Source: an optimization exercise on an open RTL-to-GDS flow (aim: small area and a short achievable clock period). Production flows keep margins and buffers that such runs may drop. The RTL was checked by simulation tests, not by an equivalence proof against the original design. Power is estimated from default activity; no workload was simulated.

red:
==> flow/design.v (excerpt) <==
module calculator(
    input logic CLK100MHZ,
    input logic RST,      
    input logic [15:0] SW,
    input logic BTNU,  
    input logic BTND,  
    input logic BTNL,  
    input logic BTNR,  
    input logic BTNC,  
    output logic [7:0] AN,       
    output logic [7:0] out       
    );
    localparam int CUT = 11;    
    localparam int NLO = 16 - CUT;
    logic [2:0]  cnt5;        
    logic [19:0] refresh;     
    logic [2:0]  hist;        
    logic [1:0]  state;       
    logic [3:0]  op;          
    logic [15:0] a_mag;       
    logic        a_neg;
    logic [30:0] r_mag;       
    logic        r_neg;       
    logic        r_div;       
    assign r_div = ~(r_mag[30] | r_mag[29]);
    localparam logic [1:0] IDLE = 2'd0, OPB = 2'd1, RES = 2'd2;
    genvar gi;
    logic [2:0] cnt5_next;
    clock_divider u_cnt (.cnt(cnt5), .cnt_next(cnt5_next));
    logic tick, any_op, press, a_load, calc;
    assign tick   = cnt5[2] & ~refresh[1] & refresh[0];    
    assign any_op = BTNU | BTND | BTNL | BTNR;
    assign press  = tick & ~hist[2] & hist[1];
    assign a_load = press & (state == IDLE) & any_op;
  ...
Size in the first run: ~2400 cells after synthesis, roughly 81 flip-flops.
clock: 160.0 ns
lec_check: 0
cap_margin: 0
core_margin: 2
core_utilization: 65
cts_buf_list: sky130_fd_sc_hd__clkbuf_8
place_density: 0.75
slew_margin: 0
synth_hierarchical: 1
synth_minimum_keep_size: 0
run.sh (not shown) runs the stock make flow with config.mk's settings and CLKGATE_MAP_FILE= SYNTH_SCRIPT=/design/flow/synth_recipe.tcl, a recipe that flattens the netlist after the stock synthesis.
red has completed all stages; timing, DRC and antenna checks passed.
[inputs] blue vs red
- SLEW_MARGIN: 0 -> 20
- CAP_MARGIN: 0 -> 20
==> flow/flow/run.sh (new file) <==
#!/bin/bash
# Layout flow: the standard flow (standard.sh, standard synthesis
# included), with two changes made through ORFS's own hooks:
#  - the port buffers are sky130_fd_sc_hd__buf_2 cells;
#  - just before detailed placement, a timing repair that only resizes gates
#    (no buffers, no cloning) works on the paths with less than SETUP_TARGET
#    ns of setup slack; detailed placement then legalizes as usual.
# Each tool's output goes to a log file in the folder the flow runs in.
set -euo pipefail
W=$(pwd)
export BUFFER_PORTS_ARGS="-buffer_cell sky130_fd_sc_hd__buf_2"
export PRE_DETAIL_PLACE_TCL="$W/flow/pre_detail_place.tcl"
export SETUP_TARGET="${SETUP_TARGET:-0}"
bash "$W/standard.sh" > "$W/standard_flow.log" 2>&1
==> flow/flow/pre_detail_place.tcl (new file) <==
# Sourced by ORFS's detail_place.tcl after it loads 3_4_place_resized.odb:
# size up gates on the paths with less than SETUP_TARGET ns of setup slack.
source $::env(PLATFORM_DIR)/setRC.tcl
set_dont_use $::env(DONT_USE_CELLS)
estimate_parasitics -placement
puts "own flow: worst setup slack before sizing [worst_slack -max]"
repair_timing -setup -setup_margin $::env(SETUP_TARGET) -skip_buffering \
  -skip_gate_cloning -skip_buffer_removal
puts "own flow: worst setup slack after sizing [worst_slack -max]"
==> flow/standard.sh (new file) <==
#!/bin/bash
# synth_recipe.tcl (not shown) runs the flow's synth.tcl, then flattens the netlist and writes it again
# the make line also repeats each setting of config.mk as NAME=value (left out here)
make -C /OpenROAD-flow-scripts/flow DESIGN_CONFIG=/design/flow/config.mk WORK_HOME=/design/flow/orfs CLKGATE_MAP_FILE= SYNTH_SCRIPT=/design/flow/synth_recipe.tcl "${@:-finish}"
removed: flow/run.sh
Results
Per the comparison of blue with red, post-place setup slack higher, buffering overhead lower, area of the multi-input gates roughly the same, shortest clock period the worst path allows after layout lower, signed area change from the synthesized netlist to the final layout lower. Comparing red with blue, the share of the final layout cell area in sequential cells came out essentially unchanged. As far as share of the synthesized netlist area taken by xor and xnor gates goes, red and blue are indistinguishable; the numbers are identical. Compared with red, final-layout fill cell count in blue increased slightly. Between blue and red, final worst setup slack is higher for blue, red comes in under that.
Modified inputs, green compared to blue
- SLEW_MARGIN: 20 -> 0
- CAP_MARGIN: 20 -> 0
- GPL_TIMING_DRIVEN: unset -> 0
==> flow/run.sh (new file) <==
#!/bin/bash
# synth_recipe.tcl (not shown) runs the flow's synth.tcl, then flattens the netlist and writes it again
# the make line also repeats each setting of config.mk as NAME=value (left out here)
make -C /OpenROAD-flow-scripts/flow DESIGN_CONFIG=/design/flow/config.mk WORK_HOME=/design/flow/orfs CLKGATE_MAP_FILE= SYNTH_SCRIPT=/design/flow/synth_recipe.tcl finish
removed: flow/flow/run.sh
removed: flow/flow/pre_detail_place.tcl
removed: flow/standard.sh
Notes after the runs:
Run comparison: green timing startpoint of the critical path SW[15]; blue timing startpoint of the critical path SW[0]. green vs blue on global routing usage on met3: green is the higher one. Between blue and green, the difference in xor-xnor portion of the synthesized cell area is negligible. Diff blue -> green: clock network fraction of total power went down, number of global-route vias before repair went up, share of power burned in combinational logic went up, number of DRC violations after detailed-routing iteration 0 went down, maximum frequency went down. green vs. blue: cell count went up by 24. Of blue and green, blue shows the lower routed length on met3, with green above it.
Inputs modified between green and orange:
- CAP_MARGIN changed from 0 to 20
- GPL_TIMING_DRIVEN removed (was 0)
- SLEW_MARGIN changed from 0 to 20
==> flow/flow/run.sh (new file) <==
#!/bin/bash
# Layout flow: the standard flow (standard.sh, standard synthesis
# included), with one change made through ORFS's own setting for it: the
# buffers placed on the input and output ports are sky130_fd_sc_hd__buf_2
# cells. The tools' output goes to standard_flow.log in the folder the flow
# runs in (ORFS also keeps each step's log under orfs/logs).
set -euo pipefail
W=$(pwd)
export BUFFER_PORTS_ARGS="-buffer_cell sky130_fd_sc_hd__buf_2"
bash "$W/standard.sh" > "$W/standard_flow.log" 2>&1
==> flow/standard.sh (new file) <==
#!/bin/bash
# synth_recipe.tcl (not shown) runs the flow's synth.tcl, then flattens the netlist and writes it again
# the make line also repeats each setting of config.mk as NAME=value (left out here)
make -C /OpenROAD-flow-scripts/flow DESIGN_CONFIG=/design/flow/config.mk WORK_HOME=/design/flow/orfs CLKGATE_MAP_FILE= SYNTH_SCRIPT=/design/flow/synth_recipe.tcl "${@:-finish}"
removed: flow/run.sh
==> comparison <==
Of the two candidates, green has the worse slack of the critical path and orange the better one. Non-clock buffer area fraction after layout in orange is 1.6 points below green. green -> orange: sum of internal, switching and leakage power decreased by a few percent. orange packs its core looser than green. orange ended up with a higher global-route met1 utilization than green did.
Inputs modified between orange and purple:
- swapping 65 for 80 in CORE_UTILIZATION
- swapping 0.75 for 0.88 in PLACE_DENSITY
==> flow/run.sh (new file) <==
#!/bin/bash
# synth_recipe.tcl (not shown) runs the flow's synth.tcl, then flattens the netlist and writes it again
# the make line also repeats each setting of config.mk as NAME=value (left out here)
make -C /OpenROAD-flow-scripts/flow DESIGN_CONFIG=/design/flow/config.mk WORK_HOME=/design/flow/orfs CLKGATE_MAP_FILE= SYNTH_SCRIPT=/design/flow/synth_recipe.tcl finish
removed: flow/flow/run.sh
removed: flow/standard.sh
### Flow results
purple vs. orange: number of buffer and inverter instances along the worst setup path roughly the same, largest buffer count on any clock path roughly the same, number of cells in the finished layout apart from fillers lower, combinational fraction of design power higher. purple ended up with a higher data arrival time at the worst-slack endpoint than orange did. purple vs. orange: ratio of total power to cell area went up about 2.6%; worst slew slack as a fraction of its limit went down 2.8 points; static leakage comparable; area of all placed cells without fillers barely changed.

[re-timing with driven ports]
The results above use ideal ports. As a check the final layouts listed here were re-extracted and re-timed, cells and wires unchanged. Step 1, drivers: a clkbuf_16 drives CLK100MHZ and a buf_2 each remaining input, both assumed. Step 2 adds t to the input delays and takes it off the output delays; t is the mean of the earliest and latest rising clock arrival at the registers after step 1. Input paths then give back, and output paths get back, about the clock's delay inside the block. Three values: ideal, step 1, step 2; two values: the first two.
run | t (ns) | setup WS [ns] | hold slack, ns | cell pins on the clock port's net
red | 0.427 | 85.179 / 85.159 / 85.159 | 0.450 / 0.450 / 0.450 | 1
blue | 0.444 | 85.842 / 85.822 / 85.822 | 0.466 / 0.466 / 0.466 | 1
green | 0.454 | 84.794 / 84.772 / 84.772 | 0.456 / 0.456 / 0.456 | 1
orange | 0.444 | 85.842 / 85.822 / 85.822 | 0.466 / 0.466 / 0.466 | 1
purple | 0.442 | 84.841 / 84.819 / 84.819 | 0.474 / 0.474 / 0.474 | 1
After both steps every run listed still meets setup and hold.
